This design comes from an exercise in tuning for a short achievable clock period and few clock cycles on the open sky130 flow, not from production work. For this run, only the layout was checked, not whether the RTL still works. Power figures rest on the tool's default switching activity, not on a simulated workload.

<file path="design.v">
module mips8_cpu(clk, rst, prog_len, imem_addr, imem_rdata, dmem_addr, dmem_rdata,
                 wb_en, wb_addr, wb_data, done, result);
   input clk;
   input rst;
   input [7:0] prog_len;
   output [7:0] imem_addr;
   input [31:0] imem_rdata;
   output [7:0] dmem_addr;
   input [7:0] dmem_rdata;
   output wb_en;
   output [4:0] wb_addr;
   output [7:0] wb_data;
   output done;
   output [7:0] result;
   localparam NB = 8;
   integer i, ia, ib;
   reg [7:0] len_r;
   always @(posedge clk) len_r <= prog_len;
   reg [7:0] rf [1:31];
   reg [7:0] A;
   reg       halted;
   reg       jrchk;
   reg [7:0] pcI;
   reg       vI;
   reg       predI;    
   reg [NB-1:0] idxI;
   reg       vD;
   reg [4:0] rsD, rtD, destD;
   reg [7:0] prsD, prtD;
   reg [7:0] immD, pcD, pc1D, tgtD;
   reg       adduD, sltD, jrD, beqD, bneD, jalD, lwD, addiuD, wenD, useRsD, useRtD;
   reg       pc1_geD;
   reg       sEs, sMs, sWs, sOs, sRs, sEt, sMt, sWt, sOt, sRt;
   reg       hzE, hzM;
   reg       predD;    
   reg       btbD;     
   reg [NB-1:0] idxD;
   reg       vE;
   reg [7:0] opA, opB, pcE, tgtE, next_eqE, next_neE;
   reg       redir_eqE, redir_neE, halt_eqE, halt_neE, tk_eqE, tk_neE;
   reg       sltE, jrE, brE, lwE, wenE;
   reg [4:0] destE;
   reg       predE;
   reg       btbE;
   reg [NB-1:0] idxE;
   reg       mV, mLoad;
   reg [4:0] mDest;
   reg [7:0] mRes;
   reg [7:0] dA;
   reg       wV, wLoad;
   reg [4:0] wDest;
   reg [7:0] wRes;
   reg       oV;
   reg [4:0] oDest;
   reg [7:0] oData;
   reg       done_r;
   reg [7:0] res_r;    
   reg       bv [0:NB-1];
   reg [7:0] btag [0:NB-1];
   reg [7:0] btgt [0:NB-1];
   reg [2:0] brr;
   reg       uAlloc, uInval;
   reg [7:0] uPc, uTgt;
   reg [NB-1:0] uIdx;
   wire [7:0] sum = opA + opB;
   wire       lt  = $signed(opA) < $signed(opB);
   wire [7:0] resE = sltE ? {7'b0, lt} : sum;
   wire       eq  = (opA == opB);
   wire       rEq = vE & redir_eqE;
   wire       rNe = vE & redir_neE;
   wire       hEq = vE & halt_eqE;
   wire       hNe = vE & halt_neE;
   wire       redirE = eq ? rEq : rNe;
   wire       haltE  = eq ? hEq : hNe;
   wire       takenE = eq ? tk_eqE : tk_neE;
   wire [7:0] wdata = wLoad ? dmem_rdata : wRes;
   wire skipM = mV & ~mLoad & ~wV;
   wire skipE = vE & wenE & ~lwE & ~mV & ~wV;
   function [7:0] rdrf;
      input [31:1] oh;
      integer k;
      begin
         rdrf = 8'd0;
         for (k = 1; k < 32; k = k + 1)
            rdrf = rdrf | (oh[k] ? rf[k] : 8'd0);
      end
   endfunction
   wire [7:0] rsv = ({8{sEs}} & resE) | ({8{sMs}} & mRes) | ({8{sWs}} & wdata)
                  | ({8{sOs}} & oData) | ({8{sRs}} & prsD);
   wire [7:0] rtv = ({8{sEt}} & resE) | ({8{sMt}} & mRes) | ({8{sWt}} & wdata)
                  | ({8{sOt}} & oData) | ({8{sRt}} & prtD);
   wire stallD = vD & (hzE | hzM);
   wire replayD = stallD & vI;
   wire tgt_geD = (tgtD >= len_r);
   wire tk_eqD = jalD | beqD;
   wire tk_neD = jalD | bneD;
   wire redir_eqD = jrD | (tk_eqD ? (~predD | tgt_geD) : (predD | pc1_geD));
   wire redir_neD = jrD | (tk_neD ? (~predD | tgt_geD) : (predD | pc1_geD));
   wire halt_eqD = ~jrD & (tk_eqD ? tgt_geD : pc1_geD);
   wire halt_neD = ~jrD & (tk_neD ? tgt_geD : pc1_geD);
   wire [31:0] ins = imem_rdata;
   wire [5:0] opI = ins[31:26];
   wire [5:0] fnI = ins[5:0];
   wire rformI = (opI == 6'b000000);
   wire adduI  = rformI & (fnI == 6'b100001);
   wire sltI   = rformI & (fnI == 6'b101010);
   wire jrI    = rformI & (fnI == 6'b001000);
   wire beqI   = (opI == 6'b000100);
   wire bneI   = (opI == 6'b000101);
   wire jalI   = (opI == 6'b000011);
   wire lwI    = (opI == 6'b010111);
   wire addiuI = (opI == 6'b001001);
   wire [4:0] rsI = ins[25:21];
   wire [4:0] rtI = ins[20:16];
   wire [4:0] destI = (adduI | sltI) ? ins[15:11] : (jalI ? 5'd31 : rtI);
   wire wenI = (adduI | sltI | jalI | lwI | addiuI) & (destI != 5'd0);
   wire [7:0] pc1I = pcI + 8'd1;
   wire [7:0] tgtI = jalI ? ins[7:0] : (pcI + ins[7:0]);
   wire useRsI = adduI | sltI | jrI | beqI | bneI | lwI | addiuI;
   wire useRtI = adduI | sltI | beqI | bneI;
   wire mDs = vD & wenD & (destD == rsI);
   wire mEs = vE & wenE & (destE == rsI);
   wire mMs = mV & (mDest == rsI);
   wire mWs = wV & (wDest == rsI);
   wire mDt = vD & wenD & (destD == rtI);
   wire mEt = vE & wenE & (destE == rtI);
   wire mMt = mV & (mDest == rtI);
   wire mWt = wV & (wDest == rtI);
   wire fEs = mDs;
   wire fMs = ~mDs & mEs & ~skipE;
   wire fWs = ~mDs & ~mEs & mMs & ~skipM;
   wire fOs = ~mDs & ((mEs & skipE) | (~mEs & mMs & skipM) | (~mEs & ~mMs & mWs));
   wire fEt = mDt;
   wire fMt = ~mDt & mEt & ~skipE;
   wire fWt = ~mDt & ~mEt & mMt & ~skipM;
   wire fOt = ~mDt & ((mEt & skipE) | (~mEt & mMt & skipM) | (~mEt & ~mMt & mWt));
   wire hzEI = vD & wenD & lwD & ((useRsI & (destD == rsI)) | (useRtI & (destD == rtI)));
   wire hzMI = vE & wenE & lwE & ((useRsI & (destE == rsI)) | (useRtI & (destE == rtI)));
   reg [31:1] rsohI, rtohI;
   always @(*) begin
      for (ia = 1; ia < 32; ia = ia + 1) begin
         rsohI[ia] = (rsI == ia);
         rtohI[ia] = (rtI == ia);
      end
   end
   wire [7:0] Aseq = A + 8'd1;
   reg [NB-1:0] ohN;
   reg [7:0] btN;
   always @(*) begin
      btN  = 8'd0;
      for (ib = 0; ib < NB; ib = ib + 1) begin
         ohN[ib] = bv[ib] && (btag[ib] == A);
         btN  = btN | (ohN[ib] ? btgt[ib] : 8'd0);
      end
   end
   reg       hitS, seqS;
   reg [NB-1:0] idxF;
   reg [7:0] btF;
   wire      hitF = hitS & seqS;
   wire haltF = jrchk;    
   localparam SP = 1;
   wire spI = (SP != 0) & vI & ~predI & ~stallD & (jalI | ((beqI | bneI) & ins[7]));
   wire [7:0] Apred = replayD ? pcI : (spI ? tgtI : (hitF ? btF : Aseq));
   wire [7:0] Xeq = (vE & redir_eqE) ? (jrE ? opA : next_eqE) : Apred;
   wire [7:0] Xne = (vE & redir_neE) ? (jrE ? opA : next_neE) : Apred;
   wire [7:0] Anext = eq ? Xeq : Xne;
   always @(posedge clk) begin
      A <= Anext;
      pcI <= A;
      predI <= hitF;
      idxI <= idxF;
      hitS <= |ohN;
      idxF <= ohN;
      btF <= btN;
      if (~stallD) begin
         rsD <= rsI;
         rtD <= rtI;
         destD <= destI;
         prsD <= (oV & (oDest == rsI)) ? oData : rdrf(rsohI);
         prtD <= (oV & (oDest == rtI)) ? oData : rdrf(rtohI);
         immD <= ins[7:0];
         pcD <= pcI;
         pc1D <= pc1I;
         tgtD <= tgtI;
         pc1_geD <= (pc1I >= len_r);
         adduD <= adduI;
         sltD <= sltI;
         jrD <= jrI;
         beqD <= beqI;
         bneD <= bneI;
         jalD <= jalI;
         lwD <= lwI;
         addiuD <= addiuI;
         wenD <= wenI;
         predD <= predI | spI;
         btbD <= predI;
         idxD <= idxI;
         useRsD <= useRsI;
         useRtD <= useRtI;
         sEs <= fEs;
         sMs <= fMs;
         sWs <= fWs;
         sOs <= fOs;
         sRs <= ~fEs & ~fMs & ~fWs & ~fOs;
         sEt <= fEt;
         sMt <= fMt;
         sWt <= fWt;
         sOt <= fOt;
         sRt <= ~fEt & ~fMt & ~fWt & ~fOt;
         hzE <= hzEI;
         hzM <= hzMI;
      end else begin
         sEs <= 1'b0; sMs <= sEs & ~skipE; sWs <= sMs & ~skipM;
         sOs <= (sEs & skipE) | (sMs & skipM) | sWs; sRs <= sRs | sOs;
         sEt <= 1'b0; sMt <= sEt & ~skipE; sWt <= sMt & ~skipM;
         sOt <= (sEt & skipE) | (sMt & skipM) | sWt; sRt <= sRt | sOt;
         hzE <= 1'b0;
         hzM <= hzE;
         if (oV & (oDest == rsD)) prsD <= oData;
         if (oV & (oDest == rtD)) prtD <= oData;
      end
      opA <= jalD ? pc1D : rsv;
      opB <= (addiuD | lwD) ? immD : (jalD ? 8'd0 : rtv);
      pcE <= pcD;
      tgtE <= tgtD;
      next_eqE <= tk_eqD ? tgtD : pc1D;
      next_neE <= tk_neD ? tgtD : pc1D;
      redir_eqE <= redir_eqD;
      redir_neE <= redir_neD;
      halt_eqE <= halt_eqD;
      halt_neE <= halt_neD;
      tk_eqE <= tk_eqD;
      tk_neE <= tk_neD;
      sltE <= sltD;
      jrE <= jrD;
      brE <= beqD | bneD | jalD;
      lwE <= lwD;
      wenE <= wenD;
      destE <= destD;
      predE <= predD;
      btbE <= btbD;
      idxE <= idxD;
      mLoad <= lwE;
      mDest <= destE;
      mRes <= resE;
      dA <= sum;
      wLoad <= mLoad;
      wDest <= mDest;
      wRes <= mRes;
      oDest <= wV ? wDest : (mV ? mDest : destE);
      oData <= wV ? wdata : (mV ? mRes : resE);
      uPc <= pcE;
      uTgt <= tgtE;
      uIdx <= idxE;
      if (uAlloc) begin
         btag[brr] <= uPc - 8'd1;
         btgt[brr] <= uTgt;
      end
      if (rst) begin
         halted <= 1'b0;
         jrchk <= 1'b0;
         vI <= 1'b0;
         vD <= 1'b0;
         vE <= 1'b0;
         mV <= 1'b0;
         wV <= 1'b0;
         oV <= 1'b0;
         done_r <= 1'b0;
         brr <= 3'd0;
         uAlloc <= 1'b0;
         uInval <= 1'b0;
         A <= 8'd0;
         seqS <= 1'b0;
         for (i = 0; i < NB; i = i + 1) bv[i] <= 1'b0;
         for (i = 1; i < 32; i = i + 1) rf[i] <= 8'd0;
         res_r <= 8'd0;
      end else begin
         halted <= eq ? (halted | hEq | haltF) : (halted | hNe | haltF);
         seqS <= eq ? (~rEq & ~replayD & ~spI & ~hitF) : (~rNe & ~replayD & ~spI & ~hitF);
         jrchk <= vE & jrE & (opA >= len_r);
         vI <= eq ? (~halted & ~haltF & ~rEq & ~replayD & ~spI)
                  : (~halted & ~haltF & ~rNe & ~replayD & ~spI);
         vD <= eq ? (~rEq & (stallD ? vD : vI)) : (~rNe & (stallD ? vD : vI));
         vE <= eq ? (vD & ~stallD & ~rEq) : (vD & ~stallD & ~rNe);
         mV <= vE & wenE & ~skipE;
         wV <= mV & ~skipM;
         oV <= wV | skipM | skipE;
         if (oV) rf[oDest] <= oData;
         res_r <= (oV & (oDest == 5'd2)) ? oData : rf[2];
         done_r <= eq ? ((halted | hEq | haltF) & ~(vE & wenE) & ~mV & ~wV)
                      : ((halted | hNe | haltF) & ~(vE & wenE) & ~mV & ~wV);
         uAlloc <= vE & brE & ~btbE & (eq ? tk_eqE : tk_neE);
         uInval <= vE & brE & btbE & ~(eq ? tk_eqE : tk_neE);
         if (uAlloc) begin
            bv[brr] <= 1'b1;
            brr <= brr + 3'd1;
         end else if (uInval) begin
            for (i = 0; i < NB; i = i + 1)
               if (uIdx[i]) bv[i] <= 1'b0;
         end
      end
   end
   assign imem_addr = A;
   assign dmem_addr = dA;
   assign wb_en = oV;
   assign wb_addr = oDest;
   assign wb_data = oData;
   assign done = done_r;
   assign result = res_r;
endmodule
</file>
<file path="run.sh">
#!/bin/bash
# synth_recipe.tcl (not shown) runs the flow's synth.tcl, then flattens the netlist and writes it again
# the make line also repeats each setting of config.mk as NAME=value (left out here)
make -C /OpenROAD-flow-scripts/flow DESIGN_CONFIG=/design/flow/config.mk WORK_HOME=/design/flow/orfs CLKGATE_MAP_FILE= SYNTH_SCRIPT=/design/flow/synth_recipe.tcl finish
</file>
<file path="config.mk">
export PLATFORM = sky130hd
export DESIGN_NAME = mips8_cpu
export DESIGN_NICKNAME = mips8_cpu
export VERILOG_FILES = /design/flow/design.v
export SDC_FILE = /design/flow/constraint.sdc
export NUM_CORES = 4
export LEC_CHECK = 0
export ABC_CLOCK_PERIOD_IN_PS = 2000
export CAP_MARGIN = 20
export CORE_MARGIN = 2
export CORE_UTILIZATION = 40
export PLACE_DENSITY = 0.6
export SETUP_SLACK_MARGIN = 3
export SLEW_MARGIN = 20
</file>
<file path="constraint.sdc">
create_clock -name core_clock -period 5.0 [get_ports {clk}]
set_input_delay 1.0000 -clock core_clock [delete_from_list [all_inputs] [get_ports {clk}]]
set_output_delay 1.0000 -clock core_clock [all_outputs]
set_load 0.01 [all_outputs]
</file>
==> flow_summary.toml <==
[worst_hold_path]
hp-start = "idxE[5]"
hp-class = "reg2reg"
timing.hold.worst_path_depth = 0
min_to = "uIdx[5]"

[clocking]
cts_buffers = 76
clock_tree.buffer_depth = 3
clk_latency_ns = 0.63
path_clk_slew_ns = 0.07
holdBufCountCts = 0
cts_root_buffer = "clkbuf_16"
cts_sinks = 697
cts_tree = "built"
htree_levels = 3

[logic_synthesis]
synth_nets = 2755
ys_warn_count = 1
synth-seq-cells = 697
synth_cells = 2653
netlist_area_sq_um = 30800
muxShareOfSynthArea_pct = 2.10
synthAdderAreaFrac_pct = 2.16
synth_compound_area_share_pct = 12.6
synth-xor-area-share_pct = 4.46
synth-simple-area-share_pct = 15.8
ys.flop_type = "edfxtp_1"
synthArstFlopShare_pct = 0
synth_area_per_cell_sq_um = 11.6
synth.distinct_cells = 79
synth_top_family_by_area = "simple AND/OR/NAND/NOR gates"
synth_edf_count = 458
synth.yosys.seq_area_share_pct = 60.1

[global_route]
grt_max_degree = 33
grt-ovfl-total = 0
grt_use_total_pct = 38.1
grt_pass1_wl_mm = 205
grt_pass1_vias = 24913
antenna_found_initial = 11

[drt]
ant_nets = 0
vias = 25696
wire_per_inst_um = 36.1
remaining_drc_errors = 0
firstDrtPassIters = 8
finalWirelength_mm = 153
drt_iter0_drc = 2915
routed_via_density = 6.07

[worst_setup_path]
crit_type = "in2reg"
path_max_fanout = 7
ff2ff_setup_slack_ns = 2.52
end_kind = "register"
required_ns = 5.35
r2r-end = "prsD[3]"
r2r-start = "rf[2][3]"
cp_data_arrival_time_ns = 3.02
reg2reg_depth = 6
cp-start-kind = "input pin"

[floorplan]
die_area_sq_um = 79300
core-area_sq_um = 76100
die_h_um = 282
ioPinCount = 89
initial_utilization_pct = 40.5
die_x_um = 282
row_count = 101

[job]
cap_violations = 0

[finish]
nets = 3237
regMostFlops = "rf"
reg_top3 = "rf x248, btag x64, btgt x64"
area_delta_synth_final_pct = 39.4
drive_gt1_share_pct = 36.5
largest_reg_flops = 248

[sta]
period_share_pct = 53.4
layout_min_cycle_time_ns = 2.67
worst_pin_slew_ns = 0.907
finalSetupTns_ns = 0
relSlewSlack_pct = 39.5
finalHoldViolCount = 0
setup_viol = 0
hold_ws_ns = 0.318
fmax_mhz = 375
rsz0062_at_grt = "yes"
maxSlewViolCount = 0
skew_ns = 0.0229

[placed_design]
dp_hpwl_mm = 103
place.port_buffers = 85
gp_congestion = 1.02

[power_and_ir_drop]
ir_worst_vdd_mv = 0.281
power_density_nw_per_um2 = 374
leakagePower_uw = 0.0161

[outcome]
status = "no timing/DRC/antenna violations"
==> cells by family after synthesis <==
family	count (synthesis)
mux	62
compound gates	569
buf+inv	195
xor+xnor	157
flops	697
simple gates	921
fa+ha+maj	52
==> worst max-delay path by stage <==
stage | cells past startpoint | from | end
4_1_cts | 9 | imem_rdata[20] | prtD[7]
3_5_place_dp | 10 | imem_rdata[19] | prtD[5]
6_report | 9 | imem_rdata[20] | prtD[7]
2_1_floorplan | 9 | imem_rdata[23] | prsD[3]
3_3_place_gp | 10 | imem_rdata[21] | prsD[2]
5_1_grt | 14 | imem_rdata[20] | prtD[5]
==> stage by stage <==
step | instance area, sq um | util, % | worst slack (ns) | std cells | total power [uW]
finish | 43000 | 56.5 | 2.33 | 4231 | 16100
global route | 43000 | 56.5 | 2.34 | 4226 | 16500
CTS | 41500 | 54.5 | 2.44 | 4160 | 15800
detailed placement | 34200 | 44.9 | 0.626 | 3750 | 9220
global placement | 34200 | 44.9 | 0.568 | 3750 | 9190
floorplan | 32000 | - | 2.22 | 2653 | 7950
==> critical path, cell delays in order <==
cell,delay (ns)
buf_12,0.11
buf_12,0.13
nand3b_1,0.12
buf_6,0.14
nor2_4,0.04
a222oi_1,0.68
and3_4,0.33
nand4_1,0.11
o31a_1,0.35
==> cells in the mapped netlist, types with 7 or more instances <==
cell	count	area (sq um)
a32oi_1	9	78.8
a21o_1	16	120
or3_1	9	56.3
nor4_1	32	200
xnor2_1	83	727
nor3_1	37	185
a222oi_1	14	140
nand2_1	168	631
and4_1	7	61.3
o21ai_0	113	566
buf_2	26	130
a21oi_1	96	480
a22o_1	14	123
nor2_1	194	728
a22oi_1	203	1520
xor2_1	74	648
nand4_1	46	288
mux2i_1	41	410
or3b_2	7	61.3
a221oi_1	22	193
a211oi_1	8	60.1
mux2_2	21	236
o211ai_1	10	75.1
buf_1	9	33.8
ha_1	50	626
clkbuf_1	88	330
nand3_1	58	290
nand3b_1	12	90.1
nand2b_1	21	131
and2_1	255	1600
dfxtp_1	239	4780
edfxtp_1	458	13800
inv_1	61	229
and3_1	18	113
nor2b_1	27	169
==> what timing repair did <==
item | in CTS | in global routing
gates resized for setup | 844 | 217
endpoints found under the setup margin | 735 | 294
buffers inserted | 252 | 64
hold endpoints to repair | 0 | 0
pin swaps | 221 | 174
gates cloned | 19 | 2
==> placed cells by master (no fill, tap or decap), types with 51 or more instances in the layout <==
cell type,netlist,layout
and2_1,255,251
nor2_4,1,65
xnor2_1,83,67
a22oi_1,203,162
dfxtp_1,239,190
buf_12,1,60
clkbuf_16,0,83
edfxtp_1,458,458
o21ai_0,113,51
nor2_1,194,90
buf_6,4,117
nand2_1,168,149
buf_4,5,285
xor2_1,74,61
a21oi_1,96,77
==> report_power, final <==
part           switching [uW]  total [uW]  internal [uW]
clock network            2400        5550           3150
logic                    2050        3470           1420
registers                 427        7040           6610
==> layout make-up <==
| type | instances | area [sq um] |
|---|---|---|
| Antenna cell | 5 | 12.5 |
| Clock buffer | 105 | 2190 |
| Clock inverter | 34 | 288 |
| Fill cell | 6343 | 33100 |
| Inverter | 62 | 272 |
| Multi-Input combinational cell | 1764 | 14600 |
| Sequential cell | 697 | 18700 |
| Tap cell | 1030 | 1290 |
| Timing Repair Buffer | 531 | 5620 |
| Timing Repair inverter | 3 | 18.8 |
==> metal layers <==
layer / up-vias / share of wire [%] / track usage, %
met3: 428 / 6.9 / 6.50
met5: - / 0.018 / 0
met2: 1449 / 47 / 62.8
li1: 10802 / - / -
met4: 4 / 8.0 / 24.6
met1: 13013 / 38 / 46.3

re-timing with driven ports:
Ports are ideal in the flow. The routed layout listed here was re-timed in OpenROAD.
Step 1, drivers: a clkbuf_16 drives clk and a buf_2 each remaining input, both assumed.
Step 2 adds t to the input delays and takes it off the output delays; t is the mean of the earliest and latest rising clock arrival at the registers after step 1. Input paths then give back, and output paths get back, about the clock's delay inside the block.
Slacks: ideal ports / drivers / drivers and shift; pairs: ideal ports / drivers.
t (ns): 0.696
setup slack, ns: 2.331 / 2.299 / 1.604
worst setup path at the end: input to register
clock arrival spread, ns: 0.024 / 0.025
cell pins on the clock port's net: 1
After both steps this run still meets setup and hold. The setup slack of this run moves by -0.032 ns with the drivers and by -0.727 ns with both steps.
